This is an optimization exercise on Yosys and OpenROAD, whose aim is small area, not a production implementation. Where RTL was checked, it was by simulation tests only, not by an equivalence proof against the original. The clock port is modelled as an ideal driver, which makes a skipped or thinned clock tree look cheaper than it is; a real chip needs a root buffer or a tree. Power figures rest on the tool's default switching activity, not on a simulated workload.

==> flow/design.v <==
module seg_dynamic
(
    input wire sys_clk,
    input wire sys_rst_n,
    input wire [13:0] data,
    input wire [3:0] point,
    input wire seg_en,
    input wire sign,
    output wire stcp,
    output reg shcp,
    output reg ds
);
reg [1:0]  a2;
reg [3:0]  m;
wire [3:0] a = {m[1:0], a2};    
reg [11:0] w;
reg [2:0]  cs;     
wire wtop = w[11] & w[10] & w[5] & w[4];    
wire wend = wtop & w[2];                    
wire ewin = wtop & ~w[2];                   
wire [1:0] wl = w[1:0];
wire mt = (a2 == 2'd3);                      
wire wt = mt & (m[1:0] == 2'd3);             
wire [3:0]  minc = m + mt;                   
wire [11:0] winc = w + wt;                   
always @(posedge sys_clk or negedge sys_rst_n)
    if (!sys_rst_n) begin
        a2 <= 2'd1;
        m <= 4'd0;
        w <= 12'd3124;
    end else begin
        a2 <= a2 + 1'b1;
        m <= minc & ~({4{mt & m[3] & m[1] & m[0]}} & 4'b1100);
        w <= winc & ~({12{wt & wend}} & 12'b1100_0011_0101);
    end
wire flag = wend & (a == 4'd0);    
always @(posedge sys_clk or negedge sys_rst_n)
    if (!sys_rst_n)
        cs <= 3'd0;
    else if (flag)
        cs <= {cs[1:0], ~cs[2]};
wire s0 = ~cs[2] & ~cs[0];
wire s1 = ~cs[1] &  cs[0];
wire s2 = ~cs[2] &  cs[1];
wire s3 =  cs[2] &  cs[0];
wire s4 =  cs[1] & ~cs[0];
wire shi = cs[2] & ~cs[0];           
wire codd = cs[2] ^ cs[1] ^ cs[0];
reg [15:0] r;
reg [3:0]  rem;
reg        pf;     
wire [1:0] W = wl;
wire load  = (a == 4'd2) & (W == {1'b0, ~codd});
wire start = (~W[1] & (a == 4'd3)) | ((W == 2'd2) & (a == 4'd2)) | ((W == 2'd3) & (a == 4'd1));
wire last  = ewin & (W == 2'd3) & (a == 4'd15);
wire tap16 = ~W[1] & (~W[0] | (a < 4'd3));
reg  rot;
always @(*)
    case (1'b1)
        s0: rot = ewin & ((W != 2'd3) | (a == 4'd0));
        s1: rot = ewin & (~W[1] | ((W == 2'd2) & (a < 4'd2)));
        default: rot = 1'b0;
    endcase
wire       top  = tap16 ? r[15] : r[14];
wire [3:0] rin  = (start | ~ewin) ? 4'd0 : rem;
wire [2:0] ru   = rin[3:1];
wire       qbit = ru[0] ^ rin[0];                           
reg  [2:0] un;                                              
always @(*)
    case ({ru, top})
        4'b000_0: un = 3'd0;
        4'b000_1: un = 3'd1;
        4'b001_0: un = 3'd2;
        4'b001_1: un = 3'd3;
        4'b010_0: un = 3'd4;
        4'b010_1: un = 3'd0;
        4'b011_0: un = 3'd1;
        4'b011_1: un = 3'd2;
        4'b100_0: un = 3'd3;
        4'b100_1: un = 3'd4;
        default:  un = {2'b00, top};
    endcase
always @(posedge sys_clk) begin
    r   <= {r[14:0], rot ? top : (qbit | (last & kc))} | {2'b00, {14{load}} & data};
    rem <= {un, top};
    if (start)
        pf <= (rem != 4'd0);
    else if (last)
        pf <= (pf | kl) & sign;    
end
wire [3:0] pc = {point[3], |point[3:2], |point[3:1], |point[3:0]};    
reg  kc, kl;
always @(*)
    case (1'b1)
        s1: begin kc = pc[1]; kl = pc[0]; end
        s2: begin kc = pc[2]; kl = pc[1]; end
        default: begin kc = pc[3]; kl = pc[2]; end
    endcase
wire show = s0 | (r[6:0] != 7'd0) | (rem != 4'd0);
wire [3:0] nib = shi ? 4'd0 : show ? rem : {3'b111, ~pf};    
reg [3:0] dd;
reg       dot;
always @(posedge sys_clk or negedge sys_rst_n)
    if (!sys_rst_n) begin
        dd  <= 4'd0;
        dot <= 1'b1;
    end else if (flag) begin
        if (seg_en)
            dd <= nib;
        dot <= ~((s0 & point[0]) | (s1 & point[1]) | (s2 & point[2]) | (s3 & point[3]));
    end
reg [7:0] seg;    
always @(*)
    case (dd)
        4'b0000: seg = {dot, 7'b100_0000};    
        4'b0011: seg = {dot, 7'b111_1001};    
        4'b0100: seg = {dot, 7'b010_0100};    
        4'b0111: seg = {dot, 7'b011_0000};    
        4'b1000: seg = {dot, 7'b001_1001};    
        4'b0001: seg = {dot, 7'b001_0010};    
        4'b0010: seg = {dot, 7'b000_0010};    
        4'b0101: seg = {dot, 7'b111_1000};    
        4'b0110: seg = {dot, 7'b000_0000};    
        4'b1001: seg = {dot, 7'b001_0000};    
        4'b1110: seg = 8'b1011_1111;          
        default: seg = 8'b1111_1111;          
    endcase
wire [3:0] sel = {s4, s3, s2, s1};
wire [11:0] frame = {seg[0], seg[1], seg[2], seg[3], seg[4], seg[5], seg[6], seg[7], sel};
reg ds_pre;    
always @(posedge sys_clk)
    ds_pre <= frame[m];
always @(posedge sys_clk or negedge sys_rst_n)
    if (!sys_rst_n) begin
        ds   <= 1'b0;
        shcp <= 1'b0;
    end else begin
        if ((a2 == 2'd1) & shcp)    
            ds <= ds_pre;
        shcp <= a2[1] ~^ a2[0];    
    end
assign stcp = shcp & (a2 == 2'd1) & (m == 4'd0);
endmodule
module seg_595_dynamic
(
    input wire sys_clk,
    input wire sys_rst_n,
    input wire [13:0] data,
    input wire [3:0] point,
    input wire seg_en,
    input wire sign,
    output wire stcp,
    output wire shcp,
    output wire ds,
    output wire oe
);
seg_dynamic seg_dynamic_inst
(
    .sys_clk(sys_clk),
    .sys_rst_n(sys_rst_n),
    .data(data),
    .point(point),
    .seg_en(seg_en),
    .sign(sign),
    .stcp(stcp),
    .shcp(shcp),
    .ds(ds)
);
assign oe = ~sys_rst_n;
endmodule
export LEC_CHECK = 0
export CAP_MARGIN = 20
export CORE_MARGIN = 2
export CORE_UTILIZATION = 60
export SLEW_MARGIN = 20
create_clock -name core_clock -period 10.0 [get_ports {sys_clk}]
standard.sh (not shown) runs the stock make flow with config.mk's settings and CLKGATE_MAP_FILE= SYNTH_SCRIPT=/design/flow/synth_recipe.tcl, a recipe that flattens the netlist after the stock synthesis.
==> flow/flow/run.sh <==
#!/bin/bash
# The standard layout (standard.sh, standard synthesis unchanged) with four
# changes made through ORFS hooks and variables:
#  - port buffers use the smallest buffer cell (BUFFER_PORTS_ARGS);
#  - after floorplanning, OpenROAD's restructure re-maps the combinational
#    logic for area, with a library copy that leaves out the don't-use cells
#    (flow/restructure.tcl); registers are not touched;
#  - after placement resizing, logic gates are set to their smallest drive
#    (flow/downsize.tcl);
#  - the clock tree is 3 clkbuf_8, each fed from the clock port and driving
#    one group of nearby registers (flow/clk_groups.tcl).
# The make output goes to standard_flow.log; ORFS keeps each step's log
# under orfs/logs.
set -euo pipefail
export BUFFER_PORTS_ARGS="-buffer_cell sky130_fd_sc_hd__buf_1"
export CLK_GROUPS=3
export CLK_GROUP_CELL=sky130_fd_sc_hd__clkbuf_8
export PRE_CTS_TCL="$(pwd)/flow/clk_groups.tcl"
export POST_RESIZE_TCL="$(pwd)/flow/downsize.tcl"
export POST_FLOORPLAN_TCL="$(pwd)/flow/restructure.tcl"
bash standard.sh > standard_flow.log 2>&1
Other scripts of this flow, unchanged in this note and not shown: flow/flow/clk_groups.tcl, flow/flow/downsize.tcl, flow/flow/restructure.tcl
Then changed:
--- a/flow/design.v
+++ b/flow/design.v
@@ -82,5 +82,5 @@
     endcase
 always @(posedge sys_clk) begin
-    r   <= {r[14:0], rot ? top : (qbit | (last & kc))} | {2'b00, {14{load}} & data};
+    r   <= {r[14:0], rot ? top : qbit} | {2'b00, {14{load}} & data};
     rem <= {un, top};
     if (start)
@@ -97,5 +97,8 @@
         default: begin kc = pc[3]; kl = pc[2]; end
     endcase
-wire show = s0 | (r[6:0] != 7'd0) | (rem != 4'd0);
+reg kc_d;
+always @(posedge sys_clk)
+    kc_d <= kc;
+wire show = s0 | (r[6:0] != 7'd0) | (rem != 4'd0) | kc_d;
 wire [3:0] nib = shi ? 4'd0 : show ? rem : {3'b111, ~pf};    
 reg [3:0] dd;
Outcome: Power increases by 2.0%; final cell count decreases by 3.7%; clock power increases by 3.8%; flip-flop and latch count increases by 1; maximum frequency is about the same; combinational power decreases by 17%.
The RTL of the first run of this note was laid out without a check of its function. No run of this note takes its clock network from TritonCTS; it comes from the design's own scripts or RTL.

========
== old ==
Another version of the RTL of seg_595_dynamic (not shown whole).
For scale: ~53 flip-flops, ~26 I/O pins.
==> module seg_dynamic, before the edit <==
module seg_dynamic
(
    input wire sys_clk,
    input wire sys_rst_n,
    input wire [13:0] data,
    input wire [3:0] point,
    input wire seg_en,
    input wire sign,
    output wire stcp,
    output reg shcp,
    output reg ds
);
reg [1:0]  a2;
reg [3:0]  m;
wire [3:0] a = {m[1:0], a2};    
reg [11:0] w;
reg [2:0]  cs;     
wire wtop = w[11] & w[10] & w[5] & w[4];    
wire wend = wtop & w[2];                    
wire ewin = wtop & ~w[2];                   
wire [1:0] wl = w[1:0];
wire [11:0] winc = w + 1'b1;    
always @(posedge sys_clk or negedge sys_rst_n)
    if (!sys_rst_n) begin
        a2 <= 2'd1;
        m <= 4'd0;
        w <= 12'd3124;
    end else begin
        a2 <= a2 + 1'b1;
        if (a2 == 2'd3)
            m <= (m == 4'd11) ? 4'd0 : m + 1'b1;
        if (a == 4'd15)
            w <= winc & ~({12{wend}} & 12'b1100_0011_0101);
    end
wire flag = wend & (a == 4'd0);    
always @(posedge sys_clk or negedge sys_rst_n)
    if (!sys_rst_n)
        cs <= 3'd0;
    else if (flag)
        cs <= {cs[1:0], ~cs[2]};
wire s0 = ~cs[2] & ~cs[0];
wire s1 = ~cs[1] &  cs[0];
wire s2 = ~cs[2] &  cs[1];
wire s3 =  cs[2] &  cs[0];
wire s4 =  cs[1] & ~cs[0];
wire shi = cs[2] & ~cs[0];           
wire codd = cs[2] ^ cs[1] ^ cs[0];
reg [15:0] r;
reg [3:0]  rem;
reg        qf;     
reg        pf;     
wire [1:0] W = wl;
wire load  = ewin & (a == 4'd2) & (W == {1'b0, ~codd});
wire start = ewin & (((W == 2'd0) & (a == 4'd3)) | ((W == 2'd1) & (a == 4'd3)) |
                     ((W == 2'd2) & (a == 4'd2)) | ((W == 2'd3) & (a == 4'd1)));
wire tap16 = ewin & ((W == 2'd0) | ((W == 2'd1) & (a < 4'd3)));
reg  rot;
always @(*)
    case (1'b1)
        s0: rot = ewin & ((W != 2'd3) | (a == 4'd0));
        s1: rot = ewin & (~W[1] | ((W == 2'd2) & (a < 4'd2)));
        default: rot = 1'b0;
    endcase
wire       top  = tap16 ? r[15] : r[14];
wire [3:0] rin  = (start | ~ewin) ? 4'd0 : rem;
wire [2:0] ru   = rin[3:1];
wire       qbit = ru[0] ^ rin[0];                           
reg  [2:0] un;                                              
always @(*)
    case ({ru, top})
        4'b000_0: un = 3'd0;
        4'b000_1: un = 3'd1;
        4'b001_0: un = 3'd2;
        4'b001_1: un = 3'd3;
        4'b010_0: un = 3'd4;
        4'b010_1: un = 3'd0;
        4'b011_0: un = 3'd1;
        4'b011_1: un = 3'd2;
        4'b100_0: un = 3'd3;
        4'b100_1: un = 3'd4;
        default:  un = {2'b00, top};
    endcase
always @(posedge sys_clk) begin
    r   <= {r[14:0], rot ? top : qbit} | {2'b00, {14{load}} & data};
    rem <= {un, top};
    qf  <= start ? qbit : (qf | qbit);
    if (start)
        pf <= (rem != 4'd0);
end
wire [3:0] pc = {point[3], |point[3:2], |point[3:1], |point[3:0]};    
reg  kc, kl;
always @(*)
    case (1'b1)
        s1: begin kc = pc[1]; kl = pc[0]; end
        s2: begin kc = pc[2]; kl = pc[1]; end
        default: begin kc = pc[3]; kl = pc[2]; end
    endcase
reg kc_d, z_d;
always @(posedge sys_clk) begin
    kc_d <= kc;
    z_d  <= (pf | kl) & sign;    
end
wire show = s0 | qf | (rem != 4'd0) | kc_d;
wire [3:0] nib = shi ? 4'd0 : show ? rem : {3'b111, ~z_d};    
reg [3:0] dd;
reg       dot;
always @(posedge sys_clk or negedge sys_rst_n)
    if (!sys_rst_n) begin
        dd  <= 4'd0;
        dot <= 1'b1;
    end else if (flag) begin
        if (seg_en)
            dd <= nib;
        dot <= ~((s0 & point[0]) | (s1 & point[1]) | (s2 & point[2]) | (s3 & point[3]));
    end
reg [7:0] seg;    
always @(*)
    case (dd)
        4'b0000: seg = {dot, 7'b100_0000};    
        4'b0011: seg = {dot, 7'b111_1001};    
        4'b0100: seg = {dot, 7'b010_0100};    
        4'b0111: seg = {dot, 7'b011_0000};    
        4'b1000: seg = {dot, 7'b001_1001};    
        4'b0001: seg = {dot, 7'b001_0010};    
        4'b0010: seg = {dot, 7'b000_0010};    
        4'b0101: seg = {dot, 7'b111_1000};    
        4'b0110: seg = {dot, 7'b000_0000};    
        4'b1001: seg = {dot, 7'b001_0000};    
        4'b1110: seg = 8'b1011_1111;          
        default: seg = 8'b1111_1111;          
    endcase
wire [3:0] sel = {s4, s3, s2, s1};
wire [11:0] frame = {seg[0], seg[1], seg[2], seg[3], seg[4], seg[5], seg[6], seg[7], sel};
reg ds_pre;    
always @(posedge sys_clk)
    ds_pre <= frame[m];
always @(posedge sys_clk or negedge sys_rst_n)
    if (!sys_rst_n) begin
        ds   <= 1'b0;
        shcp <= 1'b0;
    end else begin
        if ((a2 == 2'd1) & shcp)    
            ds <= ds_pre;
        shcp <= a2[1] ~^ a2[0];    
    end
assign stcp = shcp & (a2 == 2'd1) & (m == 4'd0);
endmodule
export LEC_CHECK = 0
export CAP_MARGIN = 20
export CORE_MARGIN = 2
export CORE_UTILIZATION = 60
export SLEW_MARGIN = 20
create_clock -name core_clock -period 10.0 [get_ports {sys_clk}]
==> flow/flow/run.sh <==
#!/bin/bash
set -euo pipefail
export BUFFER_PORTS_ARGS="-buffer_cell sky130_fd_sc_hd__buf_1"
export CLK_GROUPS=3
export CLK_GROUP_CELL=sky130_fd_sc_hd__clkbuf_8
export PRE_CTS_TCL="$(pwd)/flow/clk_groups.tcl"
bash standard.sh > standard_flow.log 2>&1
==> flow/flow/clk_groups.tcl <==
# Sourced before CTS: the clock tree becomes a few clock buffers driven
# straight from the clock port, each feeding one group of nearby registers.
# CLK_GROUPS (number of groups) and CLK_GROUP_CELL (buffer) come from run.sh.
rename clock_tree_synthesis __std_clock_tree_synthesis
proc clock_tree_synthesis { args } {
  set k $::env(CLK_GROUPS)
  set cell $::env(CLK_GROUP_CELL)
  set block [ord::get_db_block]
  set net [$block findNet sys_clk]
  set sinks {}
  foreach it [$net getITerms] {
    set inst [$it getInst]
    set loc [$inst getLocation]
    lappend sinks [list [lindex $loc 0] [lindex $loc 1] [$inst getName] [[$it getMTerm] getName]]
  }
  set n [llength $sinks]
  # groups: k stripes by x, or a 2x2 grid for k = 4
  set groups {}
  if { $k == 4 } {
    set byx [lsort -integer -index 0 $sinks]
    set half [expr {$n / 2}]
    foreach part [list [lrange $byx 0 [expr {$half - 1}]] [lrange $byx $half end]] {
      set byy [lsort -integer -index 1 $part]
      set h2 [expr {[llength $byy] / 2}]
      lappend groups [lrange $byy 0 [expr {$h2 - 1}]] [lrange $byy $h2 end]
    }
  } else {
    set byx [lsort -integer -index 0 $sinks]
    for {set g 0} {$g < $k} {incr g} {
      set lo [expr {$g * $n / $k}]
      set hi [expr {($g + 1) * $n / $k - 1}]
      lappend groups [lrange $byx $lo $hi]
    }
  }
  set g 0
  foreach grp $groups {
    set sx 0; set sy 0; set pins {}
    foreach s $grp {
      set sx [expr {$sx + [lindex $s 0]}]
      set sy [expr {$sy + [lindex $s 1]}]
      lappend pins [get_pins "[lindex $s 2]/[lindex $s 3]"]
    }
    set m [llength $grp]
    set x [expr {$sx / $m / 1000.0}]
    set y [expr {$sy / $m / 1000.0}]
    puts "clk_groups: group $g of $m registers, $cell at $x $y"
    insert_buffer -buffer_cell $cell -net sys_clk -load_pins $pins \
      -location [list $x $y] -buffer_name clkbuf_g$g -net_name clknet_g$g
    incr g
  }
  set_propagated_clock [all_clocks]
}
### old -> new
--- a/flow/design.v
+++ b/flow/design.v
@@ -44,11 +44,12 @@
 wire s3 =  cs[2] &  cs[0];
 wire s4 =  cs[1] & ~cs[0];
 wire shi = cs[2] & ~cs[0];           
 wire codd = cs[2] ^ cs[1] ^ cs[0];
-reg [15:0] r;
+reg  [15:0] rs;                           
+localparam [15:0] RINV = 16'hAAAA;         
+wire [15:0] r = rs ^ RINV;
 reg [3:0]  rem;
-reg        qf;     
 reg        pf;     
 wire [1:0] W = wl;
 wire load  = ewin & (a == 4'd2) & (W == {1'b0, ~codd});
 wire start = ewin & (((W == 2'd0) & (a == 4'd3)) | ((W == 2'd1) & (a == 4'd3)) |
@@ -80,11 +81,10 @@
         4'b100_1: un = 3'd4;
         default:  un = {2'b00, top};
     endcase
 always @(posedge sys_clk) begin
-    r   <= {r[14:0], rot ? top : qbit} | {2'b00, {14{load}} & data};
+    rs  <= ({r[14:0], rot ? top : qbit} | {2'b00, {14{load}} & data}) ^ RINV;
     rem <= {un, top};
-    qf  <= start ? qbit : (qf | qbit);
     if (start)
         pf <= (rem != 4'd0);
 end
 wire [3:0] pc = {point[3], |point[3:2], |point[3:1], |point[3:0]};    
@@ -99,9 +99,9 @@
 always @(posedge sys_clk) begin
     kc_d <= kc;
     z_d  <= (pf | kl) & sign;    
 end
-wire show = s0 | qf | (rem != 4'd0) | kc_d;
+wire show = s0 | (r[6:0] != 7'd0) | (rem != 4'd0) | kc_d;
 wire [3:0] nib = shi ? 4'd0 : show ? rem : {3'b111, ~z_d};    
 reg [3:0] dd;
 reg       dot;
 always @(posedge sys_clk or negedge sys_rst_n)
Findings:
Timing, DRC, antenna: 0 failures across old and new
On xor and xnor fraction of the mapped netlist area, old and new are neck and neck.
new ended with more total via count after detailed routing than old.
The detailed-routed wire length on met3 in new is 1.3 times that in old.
STATUS cell area: new loses against old
Total met2 wirelength after detailed routing, new vs old: up by a few percent
Maximum frequency of old is on par with new.
Flops: new fewer than old
Summary: with old as the reference, total instance count after detailed placement in new moved up by a few percent.
[compare] base=old new=new: CTS clock-pin slew for the worst setup and hold paths held steady, power shrank by about 1.8%.
Function not checked in new: the RTL went through the layout flow alone. In every run of this note, the design's own scripts or RTL, not TritonCTS, make the clock network.

[re-timing with driven ports]
No port has a modelled driver above. Below, the same layouts with a new extraction and two added sets of constraints. Step 1 sets driving cells, clkbuf_16 on the clock port and buf_2 on the other inputs (assumed; they add their load-dependent delay and slew). Step 2 adds t to the input delays and takes it off the output delays; t is the mean of the earliest and latest rising clock arrival at the registers after step 1. Input paths then give back, and output paths get back, about the clock's delay inside the block. Slacks: ideal ports / drivers / drivers and shift; pairs: ideal ports / drivers.
| run | t, ns | setup WS [ns] | worst slew at a driven data input, ns |
|---|---|---|---|
| the first run of note 1 | 0.191 | 5.353 / 5.329 / 5.329 | 0.04 |
| the second run of note 1 | 0.195 | 5.342 / 5.320 / 5.320 | 0.03 |
| old | 0.201 | 5.389 / 5.367 / 5.367 | 0.03 |
| new | 0.205 | 5.379 / 5.355 / 5.355 | 0.03 |
After both steps every run listed still meets setup and hold.
